This design comes from an exercise in tuning for small area, a short achievable clock period and few clock cycles on the open sky130 flow, not from production work.
Only simulation tests tie the RTL to the original design; equivalence was not proved.
Power and IR drop assume default switching activity.

==> flow/design.v (excerpt) <==
module cache #(
    parameter  LINE_ADDR_LEN = 3,  
    parameter  SET_ADDR_LEN  = 2,  
    parameter  TAG_ADDR_LEN  = 6,  
    parameter  WAY_CNT       = 4   
)(
    input   logic           clk,
    input   logic           rst,
    output  logic           miss,        
    input   logic   [31:0]  addr,        
    input   logic           rd_req,      
    output  logic   [31:0]  rd_data,     
    input   logic           wr_req,      
    input   logic   [31:0]  wr_data,     
    output  logic   [TAG_ADDR_LEN+SET_ADDR_LEN-1:0] mem_addr,
    output  logic                                   mem_rd_req,
    output  logic                                   mem_wr_req,
    output  logic   [32*(1<<LINE_ADDR_LEN)-1:0]     mem_wr_data,
    input   logic   [32*(1<<LINE_ADDR_LEN)-1:0]     mem_rd_data,
    input   logic                                   mem_gnt
);
For scale: about 8800 cells after synthesis, ~620 I/O pins, ~170000 sq um of cells after synthesis.
==> flow/config.mk <==
export PLATFORM = sky130hd
export DESIGN_NAME = cache
export DESIGN_NICKNAME = cache
export VERILOG_FILES = /design/flow/design.v
export SDC_FILE = /design/flow/constraint.sdc
export NUM_CORES = 4
export LEC_CHECK = 0
export CAP_MARGIN = 20
export CORE_MARGIN = 2
export CORE_UTILIZATION = 25
export PLACE_DENSITY = 0.35
export SETUP_SLACK_MARGIN = 0.3
export SLEW_MARGIN = 20
==> flow/constraint.sdc <==
create_clock -name core_clock -period 18.0 [get_ports {clk}]
set_input_delay 3.6000 -clock core_clock [delete_from_list [all_inputs] [get_ports {clk}]]
set_output_delay 3.6000 -clock core_clock [all_outputs]
set_load 0.01 [all_outputs]
run.sh (not shown) runs the stock make flow with config.mk's settings and CLKGATE_MAP_FILE= SYNTH_SCRIPT=/design/flow/synth_recipe.tcl, a recipe that flattens the netlist after the stock synthesis.
Testbench counts at the start, summed over its fixed seeds: cycles 130,394.
==> next run, changes <==
==> flow/flow/run.sh (new file) <==
#!/bin/bash
# Layout flow: the standard flow (standard.sh, unchanged synthesis, same SDC and
# clock period) with two changes to how the layout is made:
#  - timing repair aims at a larger setup margin, so that repair works on the
#    paths that set the achieved period (the clock period itself is unchanged);
#  - the port buffers inserted for every input and output are plain buf_2 cells.
# The make output goes to flow_make.log; each ORFS step writes its own log under orfs/logs.
set -euo pipefail
bash standard.sh \
  SETUP_SLACK_MARGIN=13 \
  "BUFFER_PORTS_ARGS=-buffer_cell sky130_fd_sc_hd__buf_2" \
  finish > flow_make.log 2>&1
==> flow/standard.sh (new file) <==
#!/bin/bash
# synth_recipe.tcl (not shown) runs the flow's synth.tcl, then flattens the netlist and writes it again
# the make line also repeats each setting of config.mk as NAME=value (left out here)
make -C /OpenROAD-flow-scripts/flow DESIGN_CONFIG=/design/flow/config.mk WORK_HOME=/design/flow/orfs CLKGATE_MAP_FILE= SYNTH_SCRIPT=/design/flow/synth_recipe.tcl "${@:-finish}"
Settings changed: CORE_UTILIZATION 25 to 50, CTS_CLUSTER_DIAMETER from default to 100, CTS_CLUSTER_SIZE from default to 25, PLACE_DENSITY 0.35 to 0.6, SETUP_SLACK_MARGIN 0.3 to default.
removed: flow/run.sh
The changed run ran to the end with no violations.
Sequential share of layout area increases by 6.8 points.
Count of clock-buffer cells in the layout is lower by 356.
Synthesized area does not change.
Synthesized cell count is unchanged.
Design area is lower by 9.1%.
Routed wire length fell by 19%.
Worst setup slack improved by 1100 ps.
Total power is lower by 21%.
Final cell count shrinks by 26%.

* * *

Another version of the RTL of cache (not shown whole).
For scale: about 8,700 cells after synthesis, ~4,600 flip-flops, ~620 I/O pins, about 170,000 um^2 of cells after synthesis.
clock: 18.0 ns
lec_check: 0
cap_margin: 20
core_margin: 2
core_utilization: 35
cts_cluster_diameter: 100
cts_cluster_size: 25
place_density: 0.45
slew_margin: 20
standard.sh (not shown) runs the stock make flow with config.mk's settings and CLKGATE_MAP_FILE= SYNTH_SCRIPT=/design/flow/synth_recipe.tcl, a recipe that flattens the netlist after the stock synthesis.
==> flow/flow/run.sh <==
#!/bin/bash
# Layout flow: the standard flow (standard.sh, unchanged synthesis, same SDC and
# clock period) with two changes to how the layout is made:
#  - timing repair aims at a larger setup margin, so that repair works on the
#    paths that set the achieved period (the clock period itself is unchanged);
#  - the port buffers inserted for every input and output are plain buf_2 cells.
# The make output goes to flow_make.log; each ORFS step writes its own log under orfs/logs.
set -euo pipefail
bash standard.sh \
  SETUP_SLACK_MARGIN=12.8 \
  "BUFFER_PORTS_ARGS=-buffer_cell sky130_fd_sc_hd__buf_2" \
  finish > flow_make.log 2>&1
Testbench counts at the start, summed over its fixed seeds: cycles 130,394.
Change:
--- a/flow/flow/run.sh
+++ b/flow/flow/run.sh
@@ -10 +10 @@
-  SETUP_SLACK_MARGIN=12.8 \
+  SETUP_SLACK_MARGIN=13 \
Outcome: The changed run completed without violations. Clock power came out lower by about 2%. Utilization rose by 0.24 points. Wire length climbs by about 0.9%. Total power barely changes.

* * *

Starting RTL as in the previous note.
export LEC_CHECK = 0
export CAP_MARGIN = 10
export CORE_MARGIN = 2
export CORE_UTILIZATION = 35
export CTS_CLUSTER_DIAMETER = 100
export CTS_CLUSTER_SIZE = 25
export PLACE_DENSITY = 0.45
export SLEW_MARGIN = 10
create_clock -name core_clock -period 18.0 [get_ports {clk}]
==> flow/flow/run.sh <==
#!/bin/bash
# Layout flow: the standard flow (standard.sh, unchanged synthesis, same SDC and
# clock period) with two changes to how the layout is made:
#  - timing repair aims at a larger setup margin, so that repair works on the
#    paths that set the achieved period (the clock period itself is unchanged);
#  - the port buffers inserted for every input and output are plain buf_2 cells.
# The make output goes to flow_make.log; each ORFS step writes its own log under orfs/logs.
set -euo pipefail
bash standard.sh \
  SETUP_SLACK_MARGIN=12.8 \
  "BUFFER_PORTS_ARGS=-buffer_cell sky130_fd_sc_hd__buf_2" \
  finish > flow_make.log 2>&1
Testbench counts at the start, summed over its fixed seeds: cycles 130,394.
Edit:
--- a/flow/flow/run.sh
+++ b/flow/flow/run.sh
@@ -9,3 +9,3 @@
 bash standard.sh \
-  SETUP_SLACK_MARGIN=12.8 \
+  SETUP_SLACK_MARGIN=13 \
   "BUFFER_PORTS_ARGS=-buffer_cell sky130_fd_sc_hd__buf_2" \
The changed run completed, yet does not pass: slew limit.
Design area goes up slightly.
Die area stays the same.
Non-clock buffer count went down by 8.
Wire length grows slightly.
Worst setup slack gets better by 0.14 ns.
Sequential share of layout area is lower by 0.41 points.
First-iteration DRC count came out lower by a few percent.
Register-to-register slack is better by 0.23 ns.
Maximum frequency grows by a few percent.
Via count barely changes.

[port drivers added, routing unchanged]
No port has a modelled driver above. Below, the same layouts with a new extraction and two added sets of constraints.
Step 1: set_driving_cell puts a clkbuf_16 on clk and a buf_2 on each other input, an assumption about the parent block.
Step 2 moves the port delays by t, midway between the first and last clock arrival at a register: inputs arrive t later, outputs are due t later. That takes back most of the time a late clock gives input paths.
Three values: no drivers, after step 1, after step 2; two values: the first two.
run | t, ns | slack for setup (ns) | worst setup path after step 2
the first run of note 1 | 1.232 | 11.645 / 11.499 / 11.489 | input to register
the second run of note 1 | 1.054 | 12.741 / 12.630 / 12.178 | input to register
the first run of note 2 | 1.120 | 12.527 / 12.527 / 12.035 | input to register
the second run of note 2 | 1.114 | 12.739 / 12.614 / 12.185 | input to register
the first run of note 3 | 1.119 | 12.589 / 12.545 / 12.051 | input to register
the second run of note 3 | 1.129 | 12.733 / 12.605 / 12.196 | input to register
The setup slack of the second run of note 1, which loses most, moves by -0.111 ns with the drivers and by -0.563 ns with both steps.
